From an optimization exercise on the open Yosys and OpenROAD flow, aimed at small area; shortcuts taken in it are not production practice.
The RTL was checked by simulation tests, not by an equivalence proof against the original design.
No run shown here takes its clock network from TritonCTS; it comes from the design's own scripts or RTL.
The flow treats the clock pin as an ideal source. Dropping or thinning the clock tree relies on that and would not hold on a real chip.
Power figures rest on the tool's default switching activity, not on a simulated workload.

[flow/config.mk]
export PLATFORM = sky130hd
export DESIGN_NAME = perceptron_uart
export DESIGN_NICKNAME = perceptron_uart
export VERILOG_FILES = /design/flow/design.v
export SDC_FILE = /design/flow/constraint.sdc
export NUM_CORES = 4
export LEC_CHECK = 0
export CAP_MARGIN = 20
export CORE_MARGIN = 2
export CORE_UTILIZATION = 75
export SLEW_MARGIN = 20
[flow/constraint.sdc]
create_clock -name core_clock -period 12.0 [get_ports {clk}]
set_input_delay 2.4000 -clock core_clock [delete_from_list [all_inputs] [get_ports {clk}]]
set_output_delay 2.4000 -clock core_clock [all_outputs]
set_load 0.01 [all_outputs]
[flow/design.v]
module perceptron_uart (
    input  wire rst_n,
    input  wire clk,
    input  wire rx,
    output wire tx
);
    reg [4:0] p;                  
    reg [5:0] j;                  
    wire rev_end = (p == 5'd31);
    always @(posedge clk) begin
        p <= p + 5'd1;
        j <= (j == 6'd0) ? 6'd32 : j - 6'd1;
    end
    wire rxs = rx;                
    reg rxm, txm;                 
    reg txq;                      
    reg [2:0] bc;                 
    wire clr = (bc == 3'd6);
    reg [5:0] q;                  
    reg [3:0] k;                  
    reg [1:0] op;                 
    reg bb;                       
    assign tx = txq;
    wire tick = rev_end && (q == 6'd63);
    wire idle = !rxm && !txm;
    wire start = idle && !rxs;
    reg [31:0] wr;
    reg [32:0] ir;
    wire wt = wr[0];
    wire it = ir[32];
    wire [3:0] a = p[3:0];
    wire valid = !j[5] && (j[4] != p[4]);      
    wire [3:0] tgt = {~bc[0], k[2:0]};
    wire sel_in = op[1] & op[0];
    wire [4:0] cmpv = sel_in ? {~j[4], j[3:0]} : p;
    wire hit = (cmpv == {bc[1], tgt}) && !(sel_in && j[5]);
    wire dwin = !k[3] && !bc[2];              
    wire ins = rxm && dwin && hit;
    wire w_in = !clr && ((ins && !op[0]) ? bb : wt);
    wire i_in = !clr && ((ins &&  op[0]) ? bb : it);
    always @(posedge clk) begin
        wr <= {w_in, wr[31:1]};
        ir <= {ir[31:0], i_in};
    end
    reg [4:0] ca, cb;             
    reg cr;                       
    wire a15 = (a == 4'd15);
    wire b15 = (j[3:0] == 4'd15);
    wire pp = (wt & it) ^ (a15 ^ b15);
    wire cst = (p == 5'd1) && j[5];           
    wire inc = valid ? pp : cst;
    wire [4:0] an = ca + {4'd0, inc & !p[4]};
    wire [4:0] bn = cb + {4'd0, inc &  p[4]};
    wire sbit = ca[0] ^ bn[0] ^ cr;           
    wire cout = (ca[0] & bn[0]) | (cr & (ca[0] ^ bn[0]));
    always @(posedge clk) begin
        if (rev_end) begin
            ca <= {1'b0, an[4:1]};
            cb <= {1'b0, bn[4:1]};
            cr <= (j == 6'd29) ? 1'b0 : cout;  
        end else begin
            ca <= an;
            cb <= bn;
        end
    end
    reg sb;
    always @(posedge clk) if (rev_end) sb <= sbit;
    wire [2:0] e = k[2:0];
    wire cbit = (e == 3'd0) ? op[1] :
                (e == 3'd2) || (e == 3'd5) || (e == 3'd6);
    wire expb = op[1] ? (k == 4'd3 || k == 4'd4) : (k == 4'd1);
    always @(posedge clk) begin
        if (start) q <= 6'd44;
        else if (rev_end) q <= (q == 6'd63) ? 6'd25 : q + 6'd1;
        if (start) k <= 4'd14;
        else if (tick) begin
            if ((rxm && k == 4'd7) || (txm && k == 4'd9)) k <= 4'd0;
            else k <= k + 4'd1;
        end
        if (rxm && tick && bc == 3'd7) begin
            if (k == 4'd15) op[0] <= rxs;
            else if (k == 4'd0) op[1] <= rxs;
            else if (k <= 4'd6 && rxs != expb) op <= 2'b00;
        end
        if (rxm) begin
            if (tick) bb <= rxs;
        end else if (txm && !k[3]) begin
            if (bc == 3'd7 || (bc == 3'd4 && op[1])) bb <= cbit;
            else if (hit && (!bc[2] || j == 6'd29)) bb <= bc[2] ? sb : wt;
        end
    end
    always @(posedge clk or negedge rst_n) begin
        if (!rst_n) begin
            rxm <= 1'b0;
            txm <= 1'b0;
            txq <= 1'b1;
            bc  <= 3'd6;
        end else begin
            if (tick && rxm && clr) bc <= 3'd7;
            if (start) rxm <= 1'b1;
            if (rxm && tick && k == 4'd7) begin
                rxm <= 1'b0;
                if (bc == 3'd3 || (bc == 3'd7 && op == 2'b01)) begin
                    txm <= 1'b1;
                    txq <= 1'b0;
                end
                if (bc != 3'd7 || op[1]) bc <= bc + 3'd1;
            end
            if (txm && tick) begin
                if (!k[3]) txq <= bb;
                else if (k == 4'd8) txq <= 1'b1;
                else if ((bc == 3'd4 && op[1]) || bc == 3'd5) begin
                    txm <= 1'b0;
                    bc  <= 3'd7;
                end else begin
                    txq <= 1'b0;
                    bc  <= bc + 3'd1;
                end
            end
        end
    end
endmodule
[flow/flow/run.sh]
#!/bin/bash
# Own layout flow: the standard ORFS flow (standard.sh) with three changes:
#  - an area-oriented ABC script for the combinational logic, and adders left
#    to ABC instead of the half/full-adder map (registers are mapped exactly as
#    in the standard synthesis: the dfflibmap step is untouched);
#  - plain buf_1 cells as the port buffers;
#  - a flat clock distribution (mycts.tcl) in place of clock_tree_synthesis:
#    a few clock buffers, all fed straight from the clk port, each driving one
#    group of registers, so every register sees the same buffer delay.
# Every tool's output stays in the ORFS logs under orfs/logs; make's own output
# goes to standard.log.
set -euo pipefail
W=$(pwd)
rm -rf "$W/scripts_mod"
cp -r "$FLOW_HOME/scripts" "$W/scripts_mod"
cp "$W/flow/abc_area.script" "$W/scripts_mod/abc_area.script"
# swap the clock_tree_synthesis call for the flat distribution
sed -i "s|^log_cmd clock_tree_synthesis {\*}\$cts_args|source $W/flow/mycts.tcl|" "$W/scripts_mod/cts.tcl"
grep -q "mycts.tcl" "$W/scripts_mod/cts.tcl"
bash "$W/standard.sh" SCRIPTS_DIR="$W/scripts_mod" ABC_AREA=1 ADDER_MAP_FILE= \
    "BUFFER_PORTS_ARGS=-buffer_cell sky130_fd_sc_hd__buf_1" \
    "MY_CLK_BUF=$(cat "$W/flow/clkbuf.txt")" finish > "$W/standard.log" 2>&1
[flow/flow/abc_area.script]
&get -n
&st
&dch -f
&nf -p -R 1000 -F 10 -A 10 -C 32
&put
mfs2
strash
&get -n
&st
&dch -f
&nf -p -R 1000 -F 10 -A 10 -C 32
&put
mfs2
strash
&get -n
&st
&dch -f
&nf -p -R 1000 -F 10 -A 10 -C 32
&put
mfs2
strash
&get -n
&st
&dch -f
&nf -p -R 1000 -F 10 -A 10 -C 32
&put
mfs2
strash
&get -n
&st
&dch -f
&nf -p -R 1000 -F 10 -A 10 -C 32
&put
topo
[flow/flow/clkbuf.txt]
sky130_fd_sc_hd__clkbuf_4 10 sky130_fd_sc_hd__clkbuf_8
[flow/flow/mycts.tcl]
# Flat clock distribution, run in ORFS's CTS step instead of clock_tree_synthesis.
# MY_CLK_BUF is "<cell> <count> [<root cell>]": count leaf buffers of that cell,
# each driving one group of registers. The groups come from k-means on the
# register positions (balanced: equal group sizes); each leaf buffer is placed
# at its group's centroid. The
# leaves are fed from the clk port net, or, with a root cell, from one root
# buffer (fed from the port) placed at the leaves' centroid.
set cfg $::env(MY_CLK_BUF)
set bufcell [lindex $cfg 0]
set nbuf [lindex $cfg 1]
set rootcell [lindex $cfg 2]
set db [ord::get_db]
set block [ord::get_db_block]
set clknet [$block findNet clk]
set master [$db findMaster $bufcell]
set pts {}
foreach it [$clknet getITerms] {
  set box [[$it getInst] getBBox]
  lappend pts [list [expr {([$box xMin] + [$box xMax]) / 2.0}] [expr {([$box yMin] + [$box yMax]) / 2.0}] $it]
}
set n [llength $pts]
puts "mycts: $n clock sinks, $nbuf x $bufcell"
# seeds: spread along the sorted-by-x list, then Lloyd iterations
set sorted [lsort -real -index 0 $pts]
set cents {}
for {set g 0} {$g < $nbuf} {incr g} {
  set p [lindex $sorted [expr {int(($g + 0.5) * $n / $nbuf)}]]
  lappend cents [list [lindex $p 0] [lindex $p 1]]
}
# Lloyd iterations with balanced groups: each group takes at most
# ceil(n / nbuf) registers, assigned nearest-first.
set cap [expr {($n + $nbuf - 1) / $nbuf}]
for {set iter 0} {$iter < 30} {incr iter} {
  set cand {}
  for {set i 0} {$i < $n} {incr i} {
    set p [lindex $pts $i]
    for {set g 0} {$g < $nbuf} {incr g} {
      set c [lindex $cents $g]
      lappend cand [list [expr {abs([lindex $p 0] - [lindex $c 0]) + abs([lindex $p 1] - [lindex $c 1])}] $i $g]
    }
  }
  set cand [lsort -real -index 0 $cand]
  set taken {}
  set fill {}
  set groups {}
  for {set g 0} {$g < $nbuf} {incr g} { lappend fill 0; lappend groups {} }
  foreach c $cand {
    lassign $c d i g
    if {[dict exists $taken $i] || [lindex $fill $g] >= $cap} { continue }
    dict set taken $i 1
    lset fill $g [expr {[lindex $fill $g] + 1}]
    lset groups $g [concat [lindex $groups $g] [list [lindex $pts $i]]]
  }
  set newc {}
  for {set g 0} {$g < $nbuf} {incr g} {
    set grp [lindex $groups $g]
    if {[llength $grp] == 0} { lappend newc [lindex $cents $g]; continue }
    set sx 0.0
    set sy 0.0
    foreach p $grp { set sx [expr {$sx + [lindex $p 0]}]; set sy [expr {$sy + [lindex $p 1]}] }
    lappend newc [list [expr {$sx / [llength $grp]}] [expr {$sy / [llength $grp]}]]
  }
  set cents $newc
}
set feed $clknet
if {$rootcell ne ""} {
  set rx 0.0
  set ry 0.0
  foreach c $cents { set rx [expr {$rx + [lindex $c 0]}]; set ry [expr {$ry + [lindex $c 1]}] }
  set rinst [odb::dbInst_create $block [$db findMaster $rootcell] "clkbuf_flat_root"]
  set feed [odb::dbNet_create $block "clknet_flat_root"]
  $feed setSigType CLOCK
  [$rinst findITerm A] connect $clknet
  [$rinst findITerm X] connect $feed
  $rinst setLocation [expr {int($rx / $nbuf)}] [expr {int($ry / $nbuf)}]
  $rinst setPlacementStatus PLACED
  puts "mycts: root clkbuf_flat_root ($rootcell)"
}
for {set g 0} {$g < $nbuf} {incr g} {
  set grp [lindex $groups $g]
  if {[llength $grp] == 0} { continue }
  set c [lindex $cents $g]
  set inst [odb::dbInst_create $block $master "clkbuf_flat_$g"]
  set net [odb::dbNet_create $block "clknet_flat_$g"]
  $net setSigType CLOCK
  foreach p $grp {
    set it [lindex $p 2]
    $it disconnect
    $it connect $net
  }
  [$inst findITerm A] connect $feed
  [$inst findITerm X] connect $net
  $inst setLocation [expr {int([lindex $c 0])}] [expr {int([lindex $c 1])}]
  $inst setPlacementStatus PLACED
  puts "mycts: clkbuf_flat_$g drives [llength $grp] sinks at $c"
}
set_propagated_clock [all_clocks]
[flow/standard.sh]
#!/bin/bash
# synth_recipe.tcl (not shown) runs the flow's synth.tcl, then flattens the netlist and writes it again
# the make line also repeats each setting of config.mk as NAME=value (left out here)
make -C /OpenROAD-flow-scripts/flow DESIGN_CONFIG=/design/flow/config.mk WORK_HOME=/design/flow/orfs CLKGATE_MAP_FILE= SYNTH_SCRIPT=/design/flow/synth_recipe.tcl "${@:-finish}"
==> results of run 1 <==
==> routing by layer <==
metal / global-route usage [%] / vias to the layer above / part of all wire [%]
li1: - / 1057 / -
met1: 31.7 / 1022 / 46
met2: 37.1 / 84 / 47
met3: 3.03 / 4 / 6.3
met4: 2.78 / 0 / 0.73
met5: 0 / - / 0
==> sequential cells by signal (all words and copies together), names as in the netlist <==
register	count
ir	33
wr	32
j	6
q	6
ca	5
cb	5
p	5
k	4
bc	3
op	2
bb	1
cr	1
rxm	1
sb	1
txm	1
txq	1
==> layout make-up <==
cell class | instances | area (um^2)
Sequential cell | 107 | 2230
Multi-Input combinational cell | 183 | 1050
Fill cell | 285 | 820
Buffer | 11 | 88.8
Tap cell | 52 | 65.1
Inverter | 8 | 30.0
Timing Repair Buffer | 3 | 11.3
==> worst max-delay path, delay by kind of cell (launching register included) <==
family,cells,cell delay [ns]
AOI/OAI and AO/OA,2,0.30
buffers and inverters,1,0.32
DFF,1,0.45
and+or+nand+nor,10,2.38
==> synthesized netlist by cell type (4+ instances only) <==
cell type   n  share of area (%)
a21oi_1    18                2.7
a31oi_1     4               0.76
clkinv_1    8               0.91
dfxtp_1    96                 58
edfxtp_1    5                4.5
mux2i_1     5                1.5
nand2_1    21                2.4
nand2b_1    4               0.76
nand3_1    10                1.5
nand4_1     5               0.95
nor2_1     24                2.7
nor2b_1     5               0.95
nor3_1     14                2.1
o21ai_0    23                3.5
or3_1       5               0.95
xnor2_1    16                4.2
xor2_1      8                2.1
==> cell families after synthesis <==
| kind of cell | Yosys count | share of synthesized area (%) |
|---|---|---|
| and+or+nand+nor | 96 | 13.9 |
| buffers and inverters | 8 | 0.907 |
| DFF | 107 | 67.3 |
| muxes | 5 | 1.51 |
| AOI/OAI and AO/OA | 58 | 10.1 |
| xor gates and xnor gates | 24 | 6.35 |
==> worst max path at each step <==
stage                  to  depth (start not counted)
floorplan           op[0]                          3
global placement      rxm                          4
detailed placement  bc[1]                         13
CTS                 bc[1]                         13
global route        bc[1]                         13
finish              bc[1]                         13
==> stage by stage <==
step | total power, mW | instances | setup slack [ns] | instance area, um^2
2_1_floorplan | 0.374 | 298 | 8.91 | 3310
3_3_place_gp | 0.376 | 353 | 8.60 | 3390
3_5_place_dp | 0.376 | 353 | 8.53 | 3390
4_1_cts | 0.513 | 364 | 8.51 | 3470
5_1_grt | 0.527 | 364 | 7.97 | 3470
6_report | 0.509 | 364 | 8.47 | 3470
==> report_power, final <==
group / total (mW) / internal [mW] / switching, mW
registers: 0.362 / 0.359 / 0.00279
logic: 0.00675 / 0.00303 / 0.00372
clock network: 0.140 / 0.0467 / 0.0936
total: 0.509 / 0.409 / 0.100
==> impl_metrics.csv, run 1 <==
group,metric,value,unit
yosys,seq_area_frac_synth,67.3,%
power_and_ir_drop,leakage,1.28,nW
timing,worst_pin_slew,0.697,ns
drt,drt-pass1-iter-count,5,
clock_network,postCtsSetupRepairBufs,0,
drt,route.detailed.drc,0,
timing,fin_crit_sh,29.4,%
yosys,syn_inst,298,
timing,finalMaxSlewViolations,0,
grt,grt_start_max_net_pins,16,
timing,tns,0,ns
placed_design,gp_congestion,0.917,
setup_path,worstPathRequired,12.29,ns
setup_path,r2r_slack,8.47,ns
worst_hold_path,min_to,"wr[27]",
layout,utilization,80.9,%
die,die_x,70.4,um
layout,area_growth,4.99,%
drt,via_per_inst,5.95,
power_and_ir_drop,powerDensity,146,nW/um^2
setup_path,r2r-start,"p[0]",
timing,setup_viol,0,
worst_hold_path,hold_depth,0,
setup_path,setup.worst_path.class,"register to register",
grt,grt_pass1_wl,9170,um
setup_path,worstPathArrival,3.82,ns
setup_path,critPathMostFrequentCell,"nand2_1",
setup_path,worstSetupEndpointType,"register",
yosys,synth_edf_count,5,
grt,antenna_found_initial,0,
power_and_ir_drop,ir_drop,0.100,mV
clock_network,clk-insertion-delay-late,0.36,ns
placed_design,hpwl,3750,um
layout,nets,317,
setup_path,start_kind,"register",
drt,drt_iter0_drc,141,
layout,final_common_cell,"dfxtp_1",
yosys,ys_ff_latch,107,
flow_run,cap_violations,0,
setup_path,r2r_cells,13,
layout,layout-drive-gt1-share,4.49,%
die,row_count,24,
setup_path,timing.rr.end,"bc[1]",
drt,wl,5310,um
yosys,synth_warnings,1,
yosys,synth_cell_types,33,
drt,wire_per_inst,14.6,um
timing,max_freq,283,MHz
clock_network,cts_resized,0,
timing,timing.final.hold_violations,0,
setup_path,cpPeakStageDelay,0.48,ns
setup_path,cp-startpoint,"p[0]",
timing,slew-limit-headroom,53.2,%
grt,grtUsageTotal,22.1,%
clock_network,hold_buffers,0,
die,boundaryPins,4,
layout,n_antenna_cell,0,
grt,grt_overflow,0,
worst_hold_path,min_path_type,"register to register",
status,status,"no timing/DRC/antenna violations",
setup_path,path_max_fanout,15,
grt,grt_pass1_vias,2019,
clock_network,path_clk_slew,0.10,ns
yosys,ys.flop_type,"dfxtp_1",
yosys,syn_nets,301,
die,dieArea,4960,um^2
drt,drtAntennaViolNets,0,
worst_hold_path,hp-start,"wr[28]",
die,core-area,4290,um^2
yosys,netlist_area,3310,um^2
setup_path,slowest_stage,"nor3_1",
timing,rsz0062_at_grt,"no",
placed_design,io_buffer_count,3,
timing,final.min_clock_period,3.53,ns
timing,finClkSkew,0.0177,ns
drt,via_count,2167,
timing,whs,0.318,ns
yosys,syn_avg_cell_area,11.1,um^2
layout,mostFrequentLayoutCells,"96 x dfxtp_1, 24 x nor2_1, 23 x o21ai_0",
setup_path,crit_chain,"nand3_1 -> nor2b_1 -> nand2_1 -> clkinv_1 -> and3_1 -> and2_0 -> nand4_1 -> nor3_1 -> o21ai_0 -> nor2_1 -> nand2_1 -> o21ai_0 -> nand2_1",
yosys,async_reset_ff_share,5.61,%
die,die_h,70.4,um
die,initial_utilization,77.1,%
==> inputs of run 2 (changes only) <==
==> flow/flow/clkbuf.txt (replaced) <==
sky130_fd_sc_hd__clkbuf_4 10 sky130_fd_sc_hd__clkbuf_8 1
--- a/flow/flow/mycts.tcl
+++ b/flow/flow/mycts.tcl
@@ -1,10 +1,11 @@
 # Flat clock distribution, run in ORFS's CTS step instead of clock_tree_synthesis.
-# MY_CLK_BUF is "<cell> <count> [<root cell>]": count leaf buffers of that cell,
+# MY_CLK_BUF is "<cell> <count> [<root cell> [<root count>]]": count leaf cells,
 # each driving one group of registers. The groups come from k-means on the
 # register positions (balanced: equal group sizes); each leaf buffer is placed
 # at its group's centroid. The
-# leaves are fed from the clk port net, or, with a root cell, from one root
-# buffer (fed from the port) placed at the leaves' centroid.
+# leaves are fed from the clk port net, or, with a root cell, from root cells
+# (fed from the port) placed at the centroid of the leaves each one feeds. With
+# inverters as both root and leaf cells the registers still see clk's polarity.
 set cfg $::env(MY_CLK_BUF)
 set bufcell [lindex $cfg 0]
 set nbuf [lindex $cfg 1]
@@ -62,19 +63,42 @@
   }
   set cents $newc
 }
-set feed $clknet
+proc pin_of {inst dir} {
+  foreach it [$inst getITerms] {
+    if {[$it getSigType] eq "POWER" || [$it getSigType] eq "GROUND"} { continue }
+    if {[$it getIoType] eq $dir} { return $it }
+  }
+  error "mycts: no $dir pin on [$inst getName]"
+}
+# roots: nroot cells fed from the port, each feeding the leaves nearest it
+# (leaves split into equal runs along x)
+set nroot 1
+if {[llength $cfg] > 3} { set nroot [lindex $cfg 3] }
+set leafroot {}
+for {set g 0} {$g < $nbuf} {incr g} { lappend leafroot $clknet }
 if {$rootcell ne ""} {
-  set rx 0.0
-  set ry 0.0
-  foreach c $cents { set rx [expr {$rx + [lindex $c 0]}]; set ry [expr {$ry + [lindex $c 1]}] }
-  set rinst [odb::dbInst_create $block [$db findMaster $rootcell] "clkbuf_flat_root"]
-  set feed [odb::dbNet_create $block "clknet_flat_root"]
-  $feed setSigType CLOCK
-  [$rinst findITerm A] connect $clknet
-  [$rinst findITerm X] connect $feed
-  $rinst setLocation [expr {int($rx / $nbuf)}] [expr {int($ry / $nbuf)}]
-  $rinst setPlacementStatus PLACED
-  puts "mycts: root clkbuf_flat_root ($rootcell)"
+  set order {}
+  for {set g 0} {$g < $nbuf} {incr g} { lappend order [list [lindex [lindex $cents $g] 0] $g] }
+  set order [lsort -real -index 0 $order]
+  for {set r 0} {$r < $nroot} {incr r} {
+    set mine [lrange $order [expr {$r * $nbuf / $nroot}] [expr {($r + 1) * $nbuf / $nroot - 1}]]
+    set rx 0.0
+    set ry 0.0
+    foreach o $mine {
+      set c [lindex $cents [lindex $o 1]]
+      set rx [expr {$rx + [lindex $c 0]}]
+      set ry [expr {$ry + [lindex $c 1]}]
+    }
+    set rinst [odb::dbInst_create $block [$db findMaster $rootcell] "clkbuf_flat_root$r"]
+    set rnet [odb::dbNet_create $block "clknet_flat_root$r"]
+    $rnet setSigType CLOCK
+    [pin_of $rinst INPUT] connect $clknet
+    [pin_of $rinst OUTPUT] connect $rnet
+    $rinst setLocation [expr {int($rx / [llength $mine])}] [expr {int($ry / [llength $mine])}]
+    $rinst setPlacementStatus PLACED
+    foreach o $mine { lset leafroot [lindex $o 1] $rnet }
+    puts "mycts: root clkbuf_flat_root$r ($rootcell) feeds [llength $mine] leaves"
+  }
 }
 for {set g 0} {$g < $nbuf} {incr g} {
   set grp [lindex $groups $g]
@@ -88,8 +112,8 @@
     $it disconnect
     $it connect $net
   }
-  [$inst findITerm A] connect $feed
-  [$inst findITerm X] connect $net
+  [pin_of $inst INPUT] connect [lindex $leafroot $g]
+  [pin_of $inst OUTPUT] connect $net
   $inst setLocation [expr {int([lindex $c 0])}] [expr {int([lindex $c 1])}]
   $inst setPlacementStatus PLACED
   puts "mycts: clkbuf_flat_$g drives [llength $grp] sinks at $c"
==> run 2 against run 1 <==
  * Utilization unchanged
  * Clock skew unchanged
  * Sequential share of layout area unchanged
  * Register-to-register slack about the same
  * Power unchanged
  * Highest routed layer unchanged
==> impl_metrics.csv, run 2 <==
group,metric,value,unit
grt,grtUsageTotal,22.1,%
drt,drtAntennaViolNets,0,
timing,timing.final.hold_violations,0,
timing,whs,0.318,ns
layout,nets,317,
drt,wire_per_inst,14.6,um
setup_path,cp-startpoint,"p[0]",
setup_path,worstPathArrival,3.82,ns
layout,n_antenna_cell,0,
placed_design,gp_congestion,0.917,
layout,regArea,2230,um^2
layout,largest_reg_flops,33,
setup_path,r2r-start,"p[0]",
timing,finClkSkew,0.0177,ns
timing,worst_pin_slew,0.697,ns
worst_hold_path,hp-start,"wr[28]",
layout,top_regs,"ir (33), wr (32)",
die,boundaryPins,4,
power_and_ir_drop,leakage,1.28,nW
yosys,synth_cell_types,33,
yosys,async_reset_ff_share,5.61,%
status,status,"no timing/DRC/antenna violations",
timing,fin_crit_sh,29.4,%
grt,grt_start_max_net_pins,16,
yosys,seq_area_frac_synth,67.3,%
setup_path,worstSetupEndpointType,"register",
yosys,synth.most_common_cell,"dfxtp_1",
layout,mostFrequentLayoutCells,"96 x dfxtp_1, 24 x nor2_1, 23 x o21ai_0",
timing,fin_ws,8.47,ns
yosys,syn_nets,301,
clock_network,cts_resized,0,
clock_network,clk-insertion-delay-late,0.36,ns
timing,final.min_clock_period,3.53,ns
placed_design,dp_cells,353,
placed_design,hpwl,3750,um
yosys,synth_top_area_share,58.1,%
timing,rsz0062_at_grt,"no",
power_and_ir_drop,powerDensity,146,nW/um^2
yosys,yosys-top-cells-count,"96 x dfxtp_1, 24 x nor2_1, 23 x o21ai_0, 21 x nand2_1, 18 x a21oi_1",
worst_hold_path,min_path_type,"register to register",
timing,setup_viol,0,
flow_run,cap_violations,0,
yosys,synth.area.top_cells,"dfxtp_1 58%, edfxtp_1 4.5%, xnor2_1 4.2%",
power_and_ir_drop,power,0.509,mW
yosys,ys.flop_type,"dfxtp_1",
layout,n_fill_cell,285,
die,die_h,70.4,um
placed_design,pre_cts_slack,8.53,ns
yosys,netlist_area,3310,um^2
setup_path,start_kind,"register",
die,row_count,24,
layout,layout-drive-gt1-share,4.49,%
timing,finalMaxSlewViolations,0,
die,initial_utilization,77.1,%
yosys,synth_edf_count,5,
drt,wl,5310,um
die,core-area,4290,um^2
die,die_x,70.4,um
drt,via_per_inst,5.95,
setup_path,setup.worst_path.class,"register to register",
drt,drt-pass1-iter-count,5,
layout,largest-register,"ir",
layout,multi_input_area,1050,um^2
yosys,syn_inst,298,
power_and_ir_drop,ir_drop,0.100,mV
die,dieArea,4960,um^2
drt,via_count,2167,
layout,fin_cells,364,
layout,final_common_cell,"dfxtp_1",
yosys,synth_area_leader_cell,"dfxtp_1",
timing,slew-limit-headroom,53.2,%
timing,tns,0,ns
yosys,synth_warnings,1,
grt,grt_pass1_wl,9170,um
drt,route.detailed.drc,0,
layout,area_growth,4.99,%
grt,antenna_found_initial,0,
grt,grt_overflow,0,
setup_path,path_max_fanout,15,
setup_path,worstPathRequired,12.29,ns
timing,max_freq,283,MHz
drt,drt_iter0_drc,141,
yosys,ys_ff_latch,107,
clock_network,hold_buffers,0,
yosys,syn_avg_cell_area,11.1,um^2
grt,grt_pass1_vias,2019,
placed_design,io_buffer_count,3,
clock_network,path_clk_slew,0.10,ns
clock_network,postCtsSetupRepairBufs,0,
## run 2: cell counts after synthesis
No cell type changed its count.
## run 2: path summary, 6_finish.rpt
kind,endpoint,slack [ns],cells after the start
worst min register to register,wr[27],0.32,0
worst min-delay path,wr[27],0.32,0
worst max register to register,bc[1],8.47,13
worst max-delay path,bc[1],8.47,13
min in group asynchronous,txm,1.88,1
max in group asynchronous,bc[2],9.84,1
## run 2: cell families (layout without fill, tap and decap cells)
| group | after synthesis | after routing | synth area share, % |
|---|---|---|---|
| buffers and inverters | 8 | 22 | 0.907 |
| AND/OR/NAND/NOR | 96 | 96 | 13.9 |
| AO/OA/AOI/OAI | 58 | 58 | 10.1 |
| flip-flops | 107 | 107 | 67.3 |
| multiplexers | 5 | 5 | 1.51 |
| XOR/XNOR | 24 | 24 | 6.35 |
## run 2: stage by stage
step | instance area, um^2 | util [%]
floorplan | 3310 | -
global placement | 3390 | 78.8
detailed placement | 3390 | 78.8
CTS | 3470 | 80.9
global route | 3470 | 80.9
finish | 3470 | 80.9
## run 2: routing by layer
metal,track usage (%),vias up,share of wire (%)
li1,-,1057,-
met1,31.7,1022,46
met2,37.1,84,47
met3,3.03,4,6.3
met4,2.78,0,0.73
met5,0,-,0
## run 2: layout make-up
type	count	share of cell area [%]
repair buffers	3	0.324
plain buffers	11	2.56
well taps	52	1.87
multi-input cells	183	30.3
flip-flops and latches	107	64.1
inverters	8	0.864
## run 2: worst max-delay path, stage by stage (launching register included)
cell and delay, ns:
dfxtp_1 0.45, nand3_1 0.17, nor2b_1 0.25, nand2_1 0.25
clkinv_1 0.32, and3_1 0.26, and2_0 0.27, nand4_1 0.36
nor3_1 0.48, o21ai_0 0.22, nor2_1 0.18, nand2_1 0.10
o21ai_0 0.08, nand2_1 0.06
## run 2: power breakdown
| part | switching (mW) | total [mW] | leakage (nW) | internal (mW) |
|---|---|---|---|---|
| logic | 0.00372 | 0.00675 | 0.337 | 0.00303 |
| clock network | 0.0936 | 0.140 | 0.0532 | 0.0467 |
| registers | 0.00279 | 0.362 | 0.887 | 0.359 |
| total | 0.100 | 0.509 | 1.28 | 0.409 |
==> inputs of run 3 (changes only) <==
==> flow/flow/clkbuf.txt (replaced) <==
sky130_fd_sc_hd__inv_4 9 sky130_fd_sc_hd__inv_6 2
==> run 3 against run 2 <==
  * Critical path type unchanged
  * Cell count did not move
  * Sequential power barely moved
  * Worst setup slack got worse by 0.0096 ns
  * Combinational power rose by 2%
  * Critical path depth did not move
  * Sequential cell count did not move
  * Fmax fell by 0.27%
  * Synthesized area did not move
  * Power fell by 1.5%
  * Highest routed layer unchanged
  * Synthesized cell count did not move
==> impl_metrics.csv, run 3 <==
group,metric,value,unit
clock_network,cts_resized,0,
yosys,seq_area_frac_synth,67.3,%
placed_design,dp_cells,353,
timing,tns,0,ns
placed_design,hpwl,3750,um
die,dieArea,4960,um^2
timing,setup_viol,0,
clock_network,hold_buffers,0,
yosys,syn_avg_cell_area,11.1,um^2
drt,drtAntennaViolNets,0,
timing,rsz0062_at_grt,"no",
timing,slew-limit-headroom,51.1,%
drt,drt-pass1-iter-count,6,
drt,via_per_inst,5.87,
setup_path,worstPathArrival,3.63,ns
grt,antenna_found_initial,0,
drt,routed-wl-met3,324,um
layout,n_fill_cell,277,
layout,largest-register,"ir",
grt,grt_pass1_wl,9380,um
yosys,yosys-top-cells-count,"96 x dfxtp_1, 24 x nor2_1, 23 x o21ai_0, 21 x nand2_1, 18 x a21oi_1",
setup_path,path_max_fanout,15,
layout,largest_reg_flops,33,
yosys,muxShareOfSynthArea,1.51,%
layout,n_antenna_cell,0,
clock_network,path_clk_slew,0.12,ns
layout,final_common_cell,"dfxtp_1",
timing,finalMaxSlewViolations,0,
yosys,synth_top_family_by_area,"simple AND/OR/NAND/NOR gates",
yosys,synth_edf_count,5,
grt,grt_overflow,0,
worst_hold_path,min_path_type,"register to register",
timing,final.min_clock_period,3.54,ns
yosys,synth_cell_types,33,
layout,nets,317,
timing,worst_pin_slew,0.728,ns
yosys,synth_area_leader_cell,"dfxtp_1",
yosys,synth.most_common_cell,"dfxtp_1",
die,die_h,70.4,um
placed_design,io_buffer_count,3,
yosys,synth-simple-area-share,13.9,%
yosys,synth.area.top_cells,"dfxtp_1 58%, edfxtp_1 4.5%, xnor2_1 4.2%",
die,core-area,4290,um^2
timing,max_freq,283,MHz
die,boundaryPins,4,
grt,grtUsageTotal,22.9,%
drt,route.detailed.drc,0,
yosys,synth_compound_area_share,10.1,%
timing,fin_crit_sh,29.5,%
power_and_ir_drop,ir_drop,0.133,mV
drt,drt_iter0_drc,166,
die,initial_utilization,77.1,%
power_and_ir_drop,leakage,1.27,nW
layout,area_growth,4.54,%
drt,wire_per_inst,15.1,um
power_and_ir_drop,powerDensity,145,nW/um^2
die,row_count,24,
drt,top_layer_used,"met4",
layout,mostFrequentLayoutCells,"96 x dfxtp_1, 24 x nor2_1, 23 x o21ai_0",
grt,grt_pass1_vias,2037,
power_and_ir_drop,power,0.501,mW
drt,wl,5490,um
flow_run,cap_violations,0,
clock_network,clk-insertion-delay-late,0.15,ns
grt,grt_start_max_net_pins,16,
layout,top_regs,"ir (33), wr (32)",
yosys,ys_ff_latch,107,
yosys,netlist_area,3310,um^2
die,die_x,70.4,um
clock_network,postCtsSetupRepairBufs,0,
yosys,synth_warnings,1,
setup_path,setup.worst_path.class,"register to register",
drt,via_count,2138,
yosys,synthAdderAreaFrac,0,%
yosys,synthXorXnorAreaFrac,6.35,%
timing,timing.final.hold_violations,0,
setup_path,worstSetupEndpointType,"register",
status,status,"no timing/DRC/antenna violations",
setup_path,worstPathRequired,12.09,ns
yosys,syn_nets,301,
yosys,ys.flop_type,"dfxtp_1",
yosys,async_reset_ff_share,5.61,%
drt,wl_met1,2490,um
yosys,syn_inst,298,
yosys,synth_top_area_share,58.1,%
timing,finClkSkew,0.0248,ns
placed_design,gp_congestion,0.917,
layout,fin_cells,364,
layout,layout-drive-gt1-share,4.49,%
drt,wl_met2,2550,um
setup_path,start_kind,"register",
## run 3: cell counts after synthesis
Identical to the previous run, type by type.
## run 3: final cells by class
type	count	area, um^2	area share [%]
well taps	52	65.1	1.88
flip-flops and latches	107	2230	64.3
inverters	19	104	3.00
repair buffers	3	11.3	0.325
multi-input cells	183	1050	30.5
## run 3: where the power goes
group	internal, mW	leakage [nW]	switching (mW)	total [mW]
clock	0.0189	0.0492	0.114	0.133
combinational	0.00303	0.337	0.00382	0.00686
sequential	0.359	0.887	0.00289	0.362
## run 3: cells by family (layout without fill, tap and decap cells)
family | Yosys count | after routing
buffers and inverters | 8 | 22
xor gates and xnor gates | 24 | 24
and+or+nand+nor | 96 | 96
DFF | 107 | 107
muxes | 5 | 5
AOI/OAI and AO/OA | 58 | 58
## run 3: final timing paths
check | from | to | slack [ns] | cells past startpoint
worst max-delay path | p[0] | bc[1] | 8.46 | 13
worst min-delay path | ir[14] | ir[15] | 0.31 | 0
worst max register to register | p[0] | bc[1] | 8.46 | 13
worst min register to register | ir[14] | ir[15] | 0.31 | 0
max in group asynchronous | rst_n | bc[2] | 9.64 | 1
min in group asynchronous | rst_n | txm | 2.09 | 1
## run 3: metal layers
| layer | up-vias | track usage, % |
|---|---|---|
| met3 | 12 | 2.31 |
| met5 | - | 0 |
| met1 | 996 | 33.2 |
| li1 | 1056 | - |
| met2 | 74 | 37.8 |
| met4 | 0 | 4.70 |
## run 3: stage by stage
step | hold WS, ns | utilization, % | instance area [um^2] | setup slack (ns)
2_1_floorplan | 0.310 | - | 3310 | 8.91
3_3_place_gp | 0.311 | 78.8 | 3390 | 8.60
3_5_place_dp | 0.313 | 78.8 | 3390 | 8.53
4_1_cts | 0.314 | 80.6 | 3460 | 8.50
5_1_grt | 0.328 | 80.6 | 3460 | 7.95
6_report | 0.312 | 80.6 | 3460 | 8.46
## run 3: critical path, cell delays in order, from the launching register on
cell,delay (ns)
dfxtp_1,0.45
nand3_1,0.17
nor2b_1,0.26
nand2_1,0.25
clkinv_1,0.32
and3_1,0.27
and2_0,0.28
nand4_1,0.36
nor3_1,0.48
o21ai_0,0.22
nor2_1,0.18
nand2_1,0.10
o21ai_0,0.08
nand2_1,0.06
==> inputs of run 4 (changes only) <==
==> flow/flow/clkbuf.txt (replaced) <==
sky130_fd_sc_hd__inv_4 8 sky130_fd_sc_hd__clkinv_8 1
==> run 4 against run 3 <==
  * Still clean
  * Via count shrank 0.61%
  * Clock power shrank 8%
  * Die area stayed put
  * Worst setup slack got worse by 0.044 ns
  * Sequential cell count unchanged
  * Combinational power is 1% lower
  * Synthesized cell count is the same
  * Critical path type unchanged
  * Critical endpoint unchanged
  * Highest routed layer unchanged
==> impl_metrics.csv, run 4 <==
group,metric,value,unit
status,status,"no timing/DRC/antenna violations",
yosys,syn_inst,298,
yosys,synth_top_family_by_area,"simple AND/OR/NAND/NOR gates",
placed_design,hpwl,3750,um
timing,setup_viol,0,
placed_design,dp_cells,353,
yosys,synth_area_leader_cell,"dfxtp_1",
grt,antenna_found_initial,0,
yosys,muxShareOfSynthArea,1.51,%
timing,finClkSkew,0.0167,ns
yosys,synth_warnings,1,
yosys,netlist_area,3310,um^2
clock_network,postCtsSetupRepairBufs,0,
drt,drt_iter0_drc,134,
drt,wl,5330,um
yosys,ys.flop_type,"dfxtp_1",
clock_network,path_clk_slew,0.11,ns
die,core-area,4290,um^2
drt,via_per_inst,5.87,
layout,final_common_cell,"dfxtp_1",
grt,grt_start_max_net_pins,16,
layout,top_regs,"ir (33), wr (32)",
yosys,synth_edf_count,5,
yosys,synth.most_common_cell,"dfxtp_1",
grt,grt_overflow,0,
die,dieArea,4960,um^2
timing,finalMaxSlewViolations,0,
worst_hold_path,min_path_type,"register to register",
drt,wire_per_inst,14.7,um
drt,drtAntennaViolNets,0,
layout,mostFrequentLayoutCells,"96 x dfxtp_1, 24 x nor2_1, 23 x o21ai_0",
setup_path,setup.worst_path.class,"register to register",
timing,final.min_clock_period,3.58,ns
setup_path,start_kind,"register",
yosys,syn_nets,301,
clock_network,hold_buffers,0,
yosys,synth.area.top_cells,"dfxtp_1 58%, edfxtp_1 4.5%, xnor2_1 4.2%",
flow_run,cap_violations,0,
yosys,synthXorXnorAreaFrac,6.35,%
layout,largest-register,"ir",
die,row_count,24,
yosys,synthAdderAreaFrac,0,%
die,die_x,70.4,um
power_and_ir_drop,powerDensity,142,nW/um^2
yosys,synth_compound_area_share,10.1,%
yosys,synth_cell_types,33,
yosys,yosys-top-cells-count,"96 x dfxtp_1, 24 x nor2_1, 23 x o21ai_0, 21 x nand2_1, 18 x a21oi_1",
timing,rsz0062_at_grt,"no",
layout,layout-drive-gt1-share,3.87,%
layout,nets,315,
timing,max_freq,279,MHz
power_and_ir_drop,ir_drop,0.130,mV
layout,n_antenna_cell,0,
setup_path,worstSetupEndpointType,"register",
placed_design,io_buffer_count,3,
layout,n_fill_cell,285,
die,boundaryPins,4,
drt,via_count,2125,
timing,worst_pin_slew,0.692,ns
drt,route.detailed.drc,0,
die,die_h,70.4,um
setup_path,worstPathArrival,3.73,ns
timing,slew-limit-headroom,53.5,%
yosys,synth_top_area_share,58.1,%
setup_path,worstPathRequired,12.15,ns
yosys,async_reset_ff_share,5.61,%
yosys,syn_avg_cell_area,11.1,um^2
yosys,synth-simple-area-share,13.9,%
die,initial_utilization,77.1,%
setup_path,path_max_fanout,15,
power_and_ir_drop,leakage,1.27,nW
placed_design,gp_congestion,0.917,
layout,area_growth,4.31,%
layout,largest_reg_flops,33,
timing,timing.final.hold_violations,0,
yosys,seq_area_frac_synth,67.3,%
clock_network,cts_resized,0,
layout,fin_cells,362,
clock_network,clk-insertion-delay-late,0.23,ns
yosys,ys_ff_latch,107,
grt,grtUsageTotal,21.9,%
grt,grt_pass1_vias,1988,
timing,tns,0,ns
grt,grt_pass1_wl,9070,um
timing,whs,0.327,ns
timing,fin_crit_sh,29.8,%
drt,drt-pass1-iter-count,4,
## run 4: final cells by class
type	count	area, um^2	share of cell area (%)
Timing Repair Buffer	3	11.3	0.326
Tap cell	52	65.1	1.88
Multi-Input combinational cell	183	1050	30.5
Sequential cell	107	2230	64.5
Inverter	17	96.3	2.79
## run 4: layer usage
layer / routed length (um) / part of all wire (%) / up-vias / track usage [%]
met1: 2470 / 46 / 990 / 31.6
met3: 304 / 5.7 / 7 / 2.74
met4: 59 / 1.1 / 0 / 2.56
li1: - / - / 1051 / -
met2: 2490 / 47 / 77 / 36.9
met5: 0 / 0 / - / 0
## run 4: final timing paths
kind	start	to	slack (ns)	depth (start not counted)
worst max-delay path	p[0]	bc[1]	8.42	13
worst min-delay path	ir[5]	ir[6]	0.33	0
worst max register to register	p[0]	bc[1]	8.42	13
worst min register to register	ir[5]	ir[6]	0.33	0
max in group asynchronous	rst_n	bc[2]	9.70	1
min in group asynchronous	rst_n	txm	2.03	1
## run 4: critical path: stages (launching register included)
cell and delay [ns]:
dfxtp_1 0.46, nand3_1 0.17, nor2b_1 0.26, nand2_1 0.26
clkinv_1 0.32, and3_1 0.26, and2_0 0.27, nand4_1 0.37
nor3_1 0.50, o21ai_0 0.22, nor2_1 0.18, nand2_1 0.10
o21ai_0 0.08, nand2_1 0.06
## run 4: through the flow
step / cell area [um^2] / power, mW / setup slack (ns) / utilization, %
floorplan: 3310 / 0.374 / 8.91 / -
global placement: 3390 / 0.376 / 8.60 / 78.8
detailed placement: 3390 / 0.376 / 8.53 / 78.8
CTS: 3450 / 0.494 / 8.49 / 80.4
global route: 3450 / 0.506 / 7.95 / 80.4
finish: 3450 / 0.490 / 8.42 / 80.4
## run 4: cell families (layout without fill, tap and decap cells)
family	Yosys count	in the layout
compound gates	58	58
xor+xnor	24	24
mux	5	5
flops	107	107
simple gates	96	96
buf+inv	8	20
## run 4: where the power goes
group | switching [mW] | internal (mW)
clock network | 0.106 | 0.0159
registers | 0.00276 | 0.359
logic | 0.00375 | 0.00303
total | 0.112 | 0.378
==> inputs of run 5 (changes only) <==
==> flow/flow/clkbuf.txt (replaced) <==
sky130_fd_sc_hd__inv_4 8 sky130_fd_sc_hd__inv_6 2
==> run 5 against run 4 <==
  * Wire length increased by 1.7%
  * Power increased by 0.45%
  * Utilization about the same
  * Combinational power about the same
  * Cell count increased by 0.28%
  * Synthesized cell count unchanged
  * Hold slack about the same
  * Register-to-register slack about the same
  * Via count increased by 1.8%
  * Sequential cell count unchanged
  * Sequential power about the same
  * First-iteration DRC count decreased by 3.7%
  * Critical endpoint unchanged
  * Highest routed layer unchanged
==> impl_metrics.csv, run 5 <==
group,metric,value,unit
drt,wl,5420,um
placed_design,gp_congestion,0.917,
yosys,syn_nets,301,
timing,fin_crit_sh,29.8,%
layout,area_growth,4.35,%
clock_network,clk-insertion-delay-late,0.15,ns
yosys,async_reset_ff_share,5.61,%
layout,n_antenna_cell,0,
die,die_x,70.4,um
drt,drt_iter0_drc,129,
timing,slew-limit-headroom,53.3,%
drt,drtAntennaViolNets,0,
yosys,seq_area_frac_synth,67.3,%
timing,finClkSkew,0.0180,ns
clock_network,path_clk_slew,0.11,ns
setup_path,path_depth,13,
yosys,syn_inst,298,
setup_path,r2r_cells,13,
yosys,synthXorXnorAreaFrac,6.35,%
layout,n_fill_cell,281,
worst_hold_path,hp-start,"ir[5]",
yosys,synth_warnings,1,
timing,final.min_clock_period,3.58,ns
yosys,yosys-top-cells-count,"96 x dfxtp_1, 24 x nor2_1, 23 x o21ai_0, 21 x nand2_1, 18 x a21oi_1",
layout,layout-drive-gt1-share,4.18,%
layout,final_common_cell,"dfxtp_1",
timing,worst_pin_slew,0.695,ns
timing,setup_viol,0,
yosys,synth-simple-area-share,13.9,%
clock_network,hold_buffers,0,
layout,top_regs,"ir (33), wr (32)",
grt,grt_start_max_net_pins,16,
yosys,synth_top_family_by_area,"simple AND/OR/NAND/NOR gates",
drt,via_count,2164,
yosys,synth.area.top_cells,"dfxtp_1 58%, edfxtp_1 4.5%, xnor2_1 4.2%",
yosys,synth_area_leader_cell,"dfxtp_1",
yosys,ys_ff_latch,107,
status,status,"no timing/DRC/antenna violations",
setup_path,worstSetupEndpointType,"register",
worst_hold_path,min_path_type,"register to register",
layout,mostFrequentLayoutCells,"96 x dfxtp_1, 24 x nor2_1, 23 x o21ai_0",
die,die_h,70.4,um
drt,route.detailed.drc,0,
setup_path,cpPeakStageDelay,0.50,ns
yosys,ys.flop_type,"dfxtp_1",
yosys,syn_avg_cell_area,11.1,um^2
timing,timing.final.hold_violations,0,
die,dieArea,4960,um^2
flow_run,cap_violations,0,
layout,largest-register,"ir",
yosys,netlist_area,3310,um^2
setup_path,worstPathRequired,12.07,ns
yosys,synth_cell_types,33,
grt,grtUsageTotal,22.2,%
yosys,synth.most_common_cell,"dfxtp_1",
setup_path,slowest_stage,"nor3_1",
yosys,synthAdderAreaFrac,0,%
timing,max_freq,279,MHz
timing,finalMaxSlewViolations,0,
setup_path,critPathMostFrequentCell,"nand2_1",
power_and_ir_drop,power,0.492,mW
layout,nets,316,
yosys,muxShareOfSynthArea,1.51,%
setup_path,crit_buf_inv,1,
grt,grt_pass1_vias,2019,
clock_network,cts_resized,0,
die,initial_utilization,77.1,%
drt,wire_per_inst,14.9,um
setup_path,timing.rr.end,"bc[1]",
layout,largest_reg_flops,33,
setup_path,path_max_fanout,15,
setup_path,crit_chain,"nand3_1 -> nor2b_1 -> nand2_1 -> clkinv_1 -> and3_1 -> and2_0 -> nand4_1 -> nor3_1 -> o21ai_0 -> nor2_1 -> nand2_1 -> o21ai_0 -> nand2_1",
grt,antenna_found_initial,0,
grt,grt_overflow,0,
yosys,synth_edf_count,5,
power_and_ir_drop,ir_drop,0.131,mV
setup_path,worstPathArrival,3.65,ns
die,row_count,24,
clock_network,postCtsSetupRepairBufs,0,
yosys,synth_top_area_share,58.1,%
setup_path,cp-startpoint,"p[0]",
setup_path,timing.critical_path.to,"bc[1]",
setup_path,r2r-start,"p[0]",
timing,whs,0.328,ns
drt,via_per_inst,5.96,
drt,drt-pass1-iter-count,4,
setup_path,r2r_slack,8.42,ns
placed_design,io_buffer_count,3,
power_and_ir_drop,leakage,1.27,nW
timing,tns,0,ns
setup_path,setup.worst_path.class,"register to register",
setup_path,start_kind,"register",
setup_path,cp_top_family,"simple AND/OR/NAND/NOR gates",
die,core-area,4290,um^2
power_and_ir_drop,powerDensity,143,nW/um^2
die,boundaryPins,4,
grt,grt_pass1_wl,9150,um
yosys,synth_compound_area_share,10.1,%
placed_design,hpwl,3750,um
timing,rsz0062_at_grt,"no",
-- run 5: changes by cell type in the layout (fill, tap and decap cells not counted) --
cell,previous run,this run
clkinv_8,1,0
inv_6,0,2
-- run 5: kinds of logic after synthesis --
group	after synthesis
muxes	5
buffers and inverters	8
AOI/OAI and AO/OA	58
and+or+nand+nor	96
xor gates and xnor gates	24
DFF	107
-- run 5: cell type report --
class | instances | area [um^2] | share of cell area [%]
sequential | 107 | 2230 | 64.5
multi-input combinational | 183 | 1050 | 30.5
inverter | 18 | 97.6 | 2.83
timing repair buffer | 3 | 11.3 | 0.326
tap | 52 | 65.1 | 1.88
-- run 5: worst min-delay path by stage --
stage / end / slack (ns) / cells after the start
final: ir[6] / 0.33 / 0
after global routing: ir[4] / 0.34 / 0
after CTS: ir[6] / 0.33 / 0
after detailed placement: wr[0] / 0.31 / 0
after global placement: wr[15] / 0.31 / 0
after floorplan: ir[10] / 0.31 / 0
-- run 5: where the power goes --
group | internal (mW) | switching [mW]
Clock | 0.0177 | 0.106
Combinational | 0.00303 | 0.00373
Sequential | 0.359 | 0.00282
Total | 0.380 | 0.113
-- run 5: metrics by stage --
step	std cells	setup WS (ns)	instance area, um^2	utilization [%]
2_1_floorplan	298	8.91	3310	-
3_3_place_gp	353	8.60	3390	78.8
3_5_place_dp	353	8.53	3390	78.8
4_1_cts	363	8.48	3450	80.4
5_1_grt	363	7.93	3450	80.4
6_report	363	8.42	3450	80.4
-- run 5: metal layers --
layer / part of all wire, % / vias up / routed length [um] / track usage (%)
met3: 5.3 / 13 / 289 / 2.02
met2: 47 / 86 / 2520 / 37.0
met5: 0 / - / 0 / 0
met1: 46 / 1008 / 2480 / 31.9
met4: 2.2 / 0 / 119 / 4.49
li1: - / 1057 / - / -
==> inputs of run 6 (changes only) <==
==> flow/flow/clkbuf.txt (replaced) <==
sky130_fd_sc_hd__inv_4 8 sky130_fd_sc_hd__inv_8 1
==> run 6 against run 5 <==
  * Fmax grew 0.68%
  * Synthesized cell count is the same
  * Global-route usage shrank 0.25 points
  * Synthesized area is the same
  * Hold slack lost 0.00096 ns
  * Clock skew shrank 0.0015 ns
  * Still clean
  * Utilization shrank 0.15 points
  * Register-to-register slack gained 0.02 ns
==> impl_metrics.csv, run 6 <==
group,metric,value,unit
die,die_h,70.4,um
power_and_ir_drop,power,0.490,mW
placed_design,gp_congestion,0.917,
clock_network,hold_buffers,0,
setup_path,r2r-start,"p[0]",
layout,mostFrequentLayoutCells,"96 x dfxtp_1, 24 x nor2_1, 23 x o21ai_0",
yosys,seq_area_frac_synth,67.3,%
drt,route.detailed.drc,0,
layout,top_regs,"ir (33), wr (32)",
timing,fin_crit_sh,29.6,%
layout,nets,315,
drt,drt-pass1-iter-count,5,
setup_path,timing.rr.end,"bc[1]",
flow_run,cap_violations,0,
timing,slew-limit-headroom,53.6,%
worst_hold_path,hp-start,"ir[5]",
drt,wl,5360,um
layout,largest_reg_flops,33,
layout,final_common_cell,"dfxtp_1",
timing,worst_pin_slew,0.691,ns
setup_path,start_kind,"register",
power_and_ir_drop,leakage,1.27,nW
drt,wire_per_inst,14.8,um
placed_design,pre_cts_slack,8.53,ns
timing,finClkSkew,0.0165,ns
clock_network,clk-insertion-delay-late,0.17,ns
clock_network,postCtsSetupRepairBufs,0,
yosys,synth_warnings,1,
yosys,synth_area_leader_cell,"dfxtp_1",
timing,tns,0,ns
die,dieArea,4960,um^2
die,boundaryPins,4,
layout,n_antenna_cell,0,
timing,timing.final.hold_violations,0,
drt,via_per_inst,5.88,
die,row_count,24,
yosys,synth.area.top_cells,"dfxtp_1 58%, edfxtp_1 4.5%, xnor2_1 4.2%",
die,die_x,70.4,um
yosys,syn_nets,301,
yosys,synth_top_area_share,58.1,%
worst_hold_path,hold_depth,0,
timing,rsz0062_at_grt,"no",
grt,grt_pass1_vias,1986,
timing,max_freq,281,MHz
layout,layout-drive-gt1-share,3.87,%
drt,drtAntennaViolNets,0,
timing,finalMaxSlewViolations,0,
status,status,"no timing/DRC/antenna violations",
clock_network,cts_resized,0,
die,initial_utilization,77.1,%
yosys,syn_avg_cell_area,11.1,um^2
yosys,ys_ff_latch,107,
setup_path,path_max_fanout,15,
placed_design,hpwl,3750,um
power_and_ir_drop,ir_drop,0.131,mV
setup_path,r2r_slack,8.44,ns
timing,fin_ws,8.44,ns
yosys,ys.flop_type,"dfxtp_1",
clock_network,path_clk_slew,0.11,ns
yosys,async_reset_ff_share,5.61,%
yosys,synth_edf_count,5,
yosys,synth_cell_types,33,
yosys,syn_inst,298,
die,core-area,4290,um^2
power_and_ir_drop,powerDensity,142,nW/um^2
timing,final.min_clock_period,3.56,ns
layout,largest-register,"ir",
setup_path,worstPathArrival,3.65,ns
grt,grt_overflow,0,
placed_design,io_buffer_count,3,
drt,via_count,2128,
grt,antenna_found_initial,0,
grt,grtUsageTotal,21.9,%
layout,area_growth,4.16,%
yosys,netlist_area,3310,um^2
setup_path,worstPathRequired,12.09,ns
setup_path,r2r_cells,13,
grt,grt_pass1_wl,9060,um
grt,grt_start_max_net_pins,16,
worst_hold_path,min_to,"ir[6]",
timing,setup_viol,0,
yosys,synth.most_common_cell,"dfxtp_1",
drt,drt_iter0_drc,115,
worst_hold_path,min_path_type,"register to register",
setup_path,worstSetupEndpointType,"register",
yosys,yosys-top-cells-count,"96 x dfxtp_1, 24 x nor2_1, 23 x o21ai_0, 21 x nand2_1, 18 x a21oi_1",
setup_path,setup.worst_path.class,"register to register",
run 6: cell counts after synthesis:
No cell type changed its count.
run 6: cell families after synthesis:
kind of cell | count (synthesis) | share of synthesized area [%]
compound gates | 58 | 10.1
xor+xnor | 24 | 6.35
buf+inv | 8 | 0.907
mux | 5 | 1.51
flops | 107 | 67.3
simple gates | 96 | 13.9
run 6: metal layers:
metal | share of wire, % | wire, um | global-route usage [%]
met1 | 46 | 2470 | 31.6
met2 | 47 | 2510 | 36.9
met3 | 5.7 | 305 | 2.45
met4 | 1.3 | 71 | 2.99
met5 | 0 | 0 | 0
run 6: report_power, final:
group	switching (mW)	leakage (nW)	internal, mW
clock network	0.106	0.0418	0.0155
logic	0.00374	0.337	0.00303
registers	0.00282	0.887	0.359
total	0.113	1.27	0.377
run 6: worst max-delay path by stage:
| stage | from | end | slack [ns] | cells past startpoint |
|---|---|---|---|---|
| after floorplan | rx | op[0] | 8.91 | 3 |
| after global placement | rx | rxm | 8.60 | 4 |
| after detailed placement | p[0] | bc[1] | 8.53 | 13 |
| after CTS | p[0] | bc[1] | 8.49 | 13 |
| after global routing | p[0] | bc[1] | 7.95 | 13 |
| final | p[0] | bc[1] | 8.44 | 13 |
run 6: critical path: stages (launching register included):
cell      delay, ns
dfxtp_1        0.46
nand3_1        0.17
nor2b_1        0.26
nand2_1        0.25
clkinv_1       0.32
and3_1         0.26
and2_0         0.27
nand4_1        0.37
nor3_1         0.50
o21ai_0        0.20
nor2_1         0.18
nand2_1        0.10
o21ai_0        0.08
nand2_1        0.06
run 6: layout make-up:
class / instances / area [um^2]
sequential: 107 / 2230
timing repair buffer: 3 / 11.3
tap: 52 / 65.1
multi-input combinational: 183 / 1050
inverter: 17 / 91.3
fill: 286 / 847
run 6: per-stage QoR:
step | utilization, % | instance area, um^2 | hold slack, ns | cells
3_5_place_dp | 78.8 | 3390 | 0.313 | 353
3_3_place_gp | 78.8 | 3390 | 0.311 | 353
6_report | 80.3 | 3450 | 0.327 | 362
5_1_grt | 80.3 | 3450 | 0.343 | 362
2_1_floorplan | - | 3310 | 0.310 | 298
4_1_cts | 80.3 | 3450 | 0.333 | 362

## port drivers added, routing unchanged
In the flow no input, the clock included, has a driving cell. The finished layouts below were timed again as built, in two steps. Step 1, drivers: a clkbuf_16 drives clk and a buf_2 each remaining input, both assumed. Step 2, shift: input delay + t, output delay - t, t = (earliest + latest rising clock arrival at the registers) / 2. This alone moves slack from input paths to output paths. a / b / c = ideal ports / drivers / drivers and shift; a / b = the first two.
run	t, ns	setup WS [ns]	hold slack, ns	latest minus earliest clock arrival (ns)	pins driven straight from the clock port
run 1	0.374	8.472 / 8.472 / 8.472	0.318 / 0.318 / 0.318	0.019 / 0.018	1
run 2	0.374	8.472 / 8.472 / 8.472	0.318 / 0.318 / 0.318	0.019 / 0.018	1
run 3	0.193	8.462 / 8.462 / 8.462	0.312 / 0.312 / 0.312	0.026 / 0.026	2
run 4	0.262	8.418 / 8.418 / 8.418	0.327 / 0.327 / 0.327	0.017 / 0.017	1
run 5	0.196	8.419 / 8.419 / 8.419	0.328 / 0.328 / 0.328	0.018 / 0.018	2
run 6	0.202	8.443 / 8.443 / 8.443	0.327 / 0.327 / 0.327	0.017 / 0.016	1
After both steps setup and hold are still met in every run listed.
